Context: an optimization exercise on an open-source flow, tuned for small area and a short achievable clock period. The choices shown serve that exercise and are no tape-out recipe. The RTL was checked by simulation tests, not by an equivalence proof against the original design. The clock port is modelled as an ideal driver; clocking choices that lean on that would not hold on a real chip.

## flow/design.v (module list and top-level ports; edited modules follow where they fit)
// module mul32lo: 904 lines
// module add32bk: 89 lines
// module alu_top: 90 lines
module alu_top (
    input  wire        clk,
    input  wire [31:0] a,
    input  wire [31:0] b,
    input  wire [3:0]  opcode,
    output wire [31:0] result,
    output wire        zero_flag,
    output wire        carry_flag,
    output wire        sign_flag,
    output wire        overflow_flag
);
  // ...
==> flow/flow/run.sh <==
#!/bin/bash
# The standard layout (standard.sh), with these changes:
#  - synthesis without the early generic "abc -fast" pass, so that the full
#    adders written in the RTL reach extract_fa as written (no inverters
#    between adder cells); registers are unchanged,
#  - after clock tree synthesis, flow/skew.tcl delays the clock of the second
#    register stage (useful skew for the paths between the two stages),
#  - the smallest buffer cell for the port buffers.
# The SDC and the clock period are the standard flow's. Each tool's output goes to the
# ORFS logs under orfs/logs; make's own output to standard.log.
cp standard.sh standard_sh.txt
bash standard.sh SYNTH_ARGS=-noabc SETUP_SLACK_MARGIN=7.1 \
  "BUFFER_PORTS_ARGS=-buffer_cell sky130_fd_sc_hd__buf_1" \
  POST_CTS_TCL=$PWD/flow/skew.tcl \
  "SKEW_CHAIN=sky130_fd_sc_hd__clkdlybuf4s50_1 sky130_fd_sc_hd__clkbuf_4" \
  finish > standard.log 2>&1
==> flow/flow/skew.tcl <==
# Sourced by ORFS after clock tree synthesis (POST_CTS_TCL).
# Delays the clock of the second register stage (the registers written from
# the multiplier and adder) by a short buffer chain, so that the paths between
# the two register stages get more of the cycle. The registers' clock stays a
# buffered branch of the same clock tree; input and output paths only lose
# time from this.
set stage2_re {^(res_q|cy_q|ovp_q|ari_q)(\\?\[|\$)}
set chain $::env(SKEW_CHAIN)

set db [ord::get_db]
set block [ord::get_db_block]

set groups [dict create]
foreach inst [$block getInsts] {
  if { [regexp $stage2_re [$inst getName]] } {
    set it [$inst findITerm CLK]
    dict lappend groups [[$it getNet] getName] $inst
  }
}

set k 0
dict for {netname insts} $groups {
  set net [$block findNet $netname]
  set sx 0
  set sy 0
  foreach i $insts {
    set loc [$i getLocation]
    set sx [expr { $sx + [lindex $loc 0] }]
    set sy [expr { $sy + [lindex $loc 1] }]
  }
  set n [llength $insts]
  set cx [expr { int($sx / $n) }]
  set cy [expr { int($sy / $n) }]
  set prev $net
  set j 0
  foreach cell $chain {
    set m [$db findMaster $cell]
    set b [odb::dbInst_create $block $m "skewbuf_${k}_${j}"]
    set nn [odb::dbNet_create $block "skewclk_${k}_${j}"]
    $nn setSigType CLOCK
    [$b findITerm A] connect $prev
    [$b findITerm X] connect $nn
    $b setLocation $cx $cy
    $b setPlacementStatus PLACED
    set prev $nn
    incr j
  }
  foreach i $insts {
    set it [$i findITerm CLK]
    $it disconnect
    $it connect $prev
  }
  puts "skew: group $k on $netname: $n registers"
  incr k
}
global_connect

detailed_placement
estimate_parasitics -placement
report_worst_slack -max
report_worst_slack -min
repair_timing_helper
detailed_placement
check_placement -verbose
estimate_parasitics -placement
report_worst_slack -max
report_worst_slack -min
report_checks -from [all_inputs] -to [all_registers -data_pins] -format end
report_checks -from [all_registers -clock_pins] -to [all_registers -data_pins] -format end
report_checks -from [all_registers -clock_pins] -to [all_outputs] -format end
==> flow/standard.sh <==
#!/bin/bash
# synth_recipe.tcl (not shown) runs the flow's synth.tcl, then flattens the netlist and writes it again
# the make line also repeats each setting of config.mk as NAME=value (left out here)
make -C /OpenROAD-flow-scripts/flow DESIGN_CONFIG=/design/flow/config.mk WORK_HOME=/design/flow/orfs CLKGATE_MAP_FILE= SYNTH_SCRIPT=/design/flow/synth_recipe.tcl "${@:-finish}"
==> flow/config.mk <==
export PLATFORM = sky130hd
export DESIGN_NAME = alu_top
export DESIGN_NICKNAME = alu_top
export VERILOG_FILES = /design/flow/design.v
export SDC_FILE = /design/flow/constraint.sdc
export NUM_CORES = 4
export LEC_CHECK = 0
export CAP_MARGIN = 20
export CORE_MARGIN = 2
export CORE_UTILIZATION = 60
export SLEW_MARGIN = 20
==> flow/constraint.sdc <==
create_clock -name core_clock -period 12.0 [get_ports {clk}]
set_input_delay 2.4000 -clock core_clock [delete_from_list [all_inputs] [get_ports {clk}]]
set_output_delay 2.4000 -clock core_clock [all_outputs]
set_load 0.01 [all_outputs]
==> run_results.csv, run 1 <==
group,metric,value,unit
layout,nFillCells,2053,
layout,final_net_count,2230,
layout,most-common-layout-cells,"sky130_fd_sc_hd__xnor2_1 (309), sky130_fd_sc_hd__a22oi_1 (263), sky130_fd_sc_hd__fa_1 (177), sky130_fd_sc_hd__buf_1 (104), sky130_fd_sc_hd__nand2_1 (89)",
global_route,grt_use_met1,55.9,%
timing,fin_worst_skew,0.640,ns
timing,fin_crit_sh,39.3,%
layout,layoutNonFillerInstCount,2244,
drt,finalWirelength,70000,um
timing,final_critical_path_setup_slack,7.28,ns
yosys,synth_common_cells,"sky130_fd_sc_hd__xnor2_1 (315), sky130_fd_sc_hd__a22oi_1 (296), sky130_fd_sc_hd__fa_1 (216), sky130_fd_sc_hd__dfxtp_1 (122), sky130_fd_sc_hd__clkbuf_1 (116)",
yosys,postSynthCellCount,1770,
layout,multi_input_gates,1449,
drt,met2RoutedLength,30200,um
critical_path,r2r_setup_slack,7.33,ns
global_route,grt.overflow.total,0,
worst_hold_path,hold_path_class,"reg2reg",
run,drv_cap,0,
timing,setup_tns,0,ns
outcome,run_status,"timing/DRC/antenna clean",
floorplanning,start_util,60.8,%
layout,reg_top3,"res_q (32), x_q (32)",
yosys,synth_adder_area_share,32.5,%
timing,fin_crit,4.72,ns
layout,sequential_portion_of_the_cell_area,12.6,%
critical_path,crit_cells,4,
==> run 2, diff against run 1 <==
--- a/flow/flow/run.sh
+++ b/flow/flow/run.sh
@@ -11,3 +11,3 @@
 cp standard.sh standard_sh.txt
-bash standard.sh SYNTH_ARGS=-noabc SETUP_SLACK_MARGIN=7.1 \
+bash standard.sh SYNTH_ARGS=-noabc SETUP_SLACK_MARGIN=7.5 \
   "BUFFER_PORTS_ARGS=-buffer_cell sky130_fd_sc_hd__buf_1" \
==> run 2 against run 1 <==
Highest routed layer unchanged; maximum frequency fell by 6.7%; critical path depth rose by 15; die area did not move; largest cell class unchanged.
==> run_results.csv, run 2 <==
group,metric,value,unit
yosys,post_synth_num_cell_types,68,
layout,final_layout_size_suffix_gt1_share,24.0,%
drt,wl_per_cell,32.3,um
layout,fin_util,77.2,%
floorplanning,num_rows,61,
yosys,ys_dominant_reg_cell,"sky130_fd_sc_hd__dfxtp_1",
timing,setup_viol,0,
yosys,synth_common_cells,"sky130_fd_sc_hd__xnor2_1 (315), sky130_fd_sc_hd__a22oi_1 (296), sky130_fd_sc_hd__fa_1 (216), sky130_fd_sc_hd__dfxtp_1 (122), sky130_fd_sc_hd__clkbuf_1 (116)",
yosys,async_reset_ff_share,0,%
layout,most-common-layout-cells,"sky130_fd_sc_hd__xnor2_1 (299), sky130_fd_sc_hd__a22oi_1 (248), sky130_fd_sc_hd__fa_1 (167), sky130_fd_sc_hd__buf_1 (103), sky130_fd_sc_hd__nand2_1 (89)",
place,dp.cells,2124,
drt,via_count,16700,
clock_network,cts_sinks,122,
place,place.gp.congestion,0.992,
yosys,synth_fp_nets,2148,
yosys,synthesis.yosys.warnings,1,
drt,finalWirelength,74100,um
yosys,yosysSeqAreaShare,14.4,%
timing,setup_tns,0,ns
global_route,grt.overflow.total,0,
global_route,number_of_antenna_violations_at_the_first_check_in_global_routing,5,
global_route,gr-usage-all-layers,49.2,%
critical_path,setup.worst_path.class,"reg2reg",
place,dp_hpwl,41000,um
layout,syn2layout_area_growth,26.8,%
yosys,synth_top_area_cell,"sky130_fd_sc_hd__fa_1",
timing,worst-slew-pin-transition,1.11,ns
layout,final_net_count,2279,
floorplanning,io_pins,105,
timing,fin_crit,5.05,ns
yosys,synth_seq_cells,122,
place,placement.cell_area,17800,sq um
place,portBuffers,104,
drt,firstDrtPassIters,13,
drt,antenna_left,0,
global_route,number_of_global_route_vias_before_repair,16600,
layout,layout_commonest_cell,"sky130_fd_sc_hd__xnor2_1",
drt,initialDrtViolationCount,2719,
yosys,yosysMostFrequentCell,"sky130_fd_sc_hd__xnor2_1",
timing,fin_worst_skew,0.647,ns
yosys,avgSynthCellArea,9.55,sq um
yosys,synth_area_leaders,"sky130_fd_sc_hd__fa_1 (26%), sky130_fd_sc_hd__xnor2_1 (16%), sky130_fd_sc_hd__dfxtp_1 (14%), sky130_fd_sc_hd__a22oi_1 (13%), sky130_fd_sc_hd__ha_1 (6.9%)",
floorplanning,die_x,172,um
critical_path,setup.worst_path.start_class,"flip-flop",
critical_path,worst_ep_arrival_time,5.99,ns
timing,fmax,0.198,GHz
yosys,synth.cell_area,16900,sq um
yosys,post_synth_edffs,0,
timing,drv_slew,0,
floorplanning,start_util,60.8,%
timing,fin_crit_sh,42.1,%
layout,layoutNonFillerInstCount,2294,
layout,reg_top3,"res_q (32), x_q (32)",
clock_network,path_clk_slew,0.10,ns
clock_network,cts_tree,"built",
critical_path,required_time_of_the_critical_path,12.94,ns
clock_network,clk_latency,1.05,ns
floorplanning,die_area,29500,sq um
global_route,grt_pass1_wl,104000,um
outcome,run_status,"timing/DRC/antenna clean",
drt,route.detailed.vias_per_inst,7.27,
worst_hold_path,hold_path_class,"reg2reg",
timing,hold_viol_final,0,
layout,final_design_area_no_fill,21400,sq um
floorplanning,floorplan.core_area,27800,sq um
yosys,proportion_of_netlist_area_held_by_the_largest_area_contributor,25.6,%
run,drv_cap,0,
global_route,grt_max_degree,66,
timing,worst_slew_margin_rel,25.7,%
drt,drc,0,
floorplanning,die_height,172,um
yosys,postSynthCellCount,1770,
critical_path,worstPathMaxFanout,7,
critical_path,crit_path_end_kind,"flip-flop",
timing,rsz0062_at_grt,"yes",
## run 2: cell counts after synthesis
No cell type changed its count.
## run 2: layer usage
layer	GRT usage [%]	routed length [um]	vias to the layer above
met5	0.348	25	-
met4	40.6	7260	4
met3	22.5	10700	560
met2	71.5	31500	1601
met1	55.1	24600	7967
li1	-	-	6550
## run 2: final cells by class, without the clock buffers
class / instances / area [sq um]
Tap cell: 378 / 473
Sequential cell: 122 / 2590
Antenna cell: 2 / 5.00
Buffer: 14 / 123
Multi-Input combinational cell: 1449 / 14800
Timing Repair Buffer: 269 / 2750
Fill cell: 1889 / 6340
Inverter: 28 / 105
Clock inverter: 14 / 209
## run 2: cells by family (layout without fill, tap and decap cells)
logic type | after synthesis | count (layout) | share of synthesized area [%]
other cells | 0 | 2 | 0
buf+inv | 199 | 343 | 4.59
simple gates | 276 | 276 | 7.49
xor+xnor | 369 | 369 | 19.1
compound gates | 491 | 491 | 21.6
mux | 4 | 4 | 0.252
fa+ha+maj | 309 | 309 | 32.5
flops | 122 | 122 | 14.4
## run 2: final timing paths
check	start	to	slack, ns	cells past startpoint
setup / recovery	one_q[0]$_DFF_P_	res_q[29]$_DFF_P_	6.95	19
hold reg to reg	s_rev$_DFF_P_	res_q[10]$_DFF_P_	0.14	3
hold / removal	s_rev$_DFF_P_	res_q[10]$_DFF_P_	0.14	3
setup reg to reg	one_q[0]$_DFF_P_	res_q[29]$_DFF_P_	6.95	19
## run 2: worst max-delay path: stages, from the launching register on
cell	delay, ns
sky130_fd_sc_hd__dfxtp_4	0.37
sky130_fd_sc_hd__buf_4	0.16
sky130_fd_sc_hd__buf_16	0.15
sky130_fd_sc_hd__a22oi_1	0.23
sky130_fd_sc_hd__xnor2_1	0.17
sky130_fd_sc_hd__fa_1	0.60
sky130_fd_sc_hd__fa_1	0.45
sky130_fd_sc_hd__fa_2	0.35
sky130_fd_sc_hd__fa_1	0.51
sky130_fd_sc_hd__fa_1	0.47
sky130_fd_sc_hd__ha_4	0.28
sky130_fd_sc_hd__and3_4	0.19
sky130_fd_sc_hd__nor2_2	0.11
sky130_fd_sc_hd__o2bb2ai_2	0.17
sky130_fd_sc_hd__o32ai_4	0.12
sky130_fd_sc_hd__a31oi_4	0.43
sky130_fd_sc_hd__nand2b_1	0.20
sky130_fd_sc_hd__a21oi_2	0.17
sky130_fd_sc_hd__xnor2_1	0.11
sky130_fd_sc_hd__a221o_1	0.32
## run 2: through the flow
stage / hold WS, ns / setup WS [ns]
global route: 0.146 / 6.93
detailed placement: 0.364 / 6.04
floorplan: 0.352 / 7.07
finish: 0.139 / 6.95
global placement: 0.361 / 6.14

## afterwards: timing with drivers on the ports
The results above use ideal ports. As a check the final layouts listed here were re-extracted and re-timed, cells and wires unchanged. Step 1 assumes that a clkbuf_16 drives the clock port and a buf_2 every other input. Step 2, shift: input delay + t, output delay - t, t = (earliest + latest rising clock arrival at the registers) / 2. This alone moves slack from input paths to output paths. Three values: ideal ports, drivers, drivers and shift; two values: the first two.
| run | shift t [ns] | setup slack, ns | clock arrival spread, ns | worst data-port slew with drivers (ns) | pins driven straight from the clock port |
|---|---|---|---|---|---|
| run 1 | 0.776 | 7.284 / 7.238 / 6.904 | 0.640 / 0.641 | 0.05 | 1 |
| run 2 | 0.769 | 6.946 / 6.946 / 6.946 | 0.647 / 0.647 | 0.04 | 1 |
In run 1 and run 2 the clock reaches the registers at very different times; t lies between them, and the last value is a rough guide only. For run 1, which loses most, drivers alone change the setup slack by -0.046 ns; drivers and shift together by -0.380 ns.
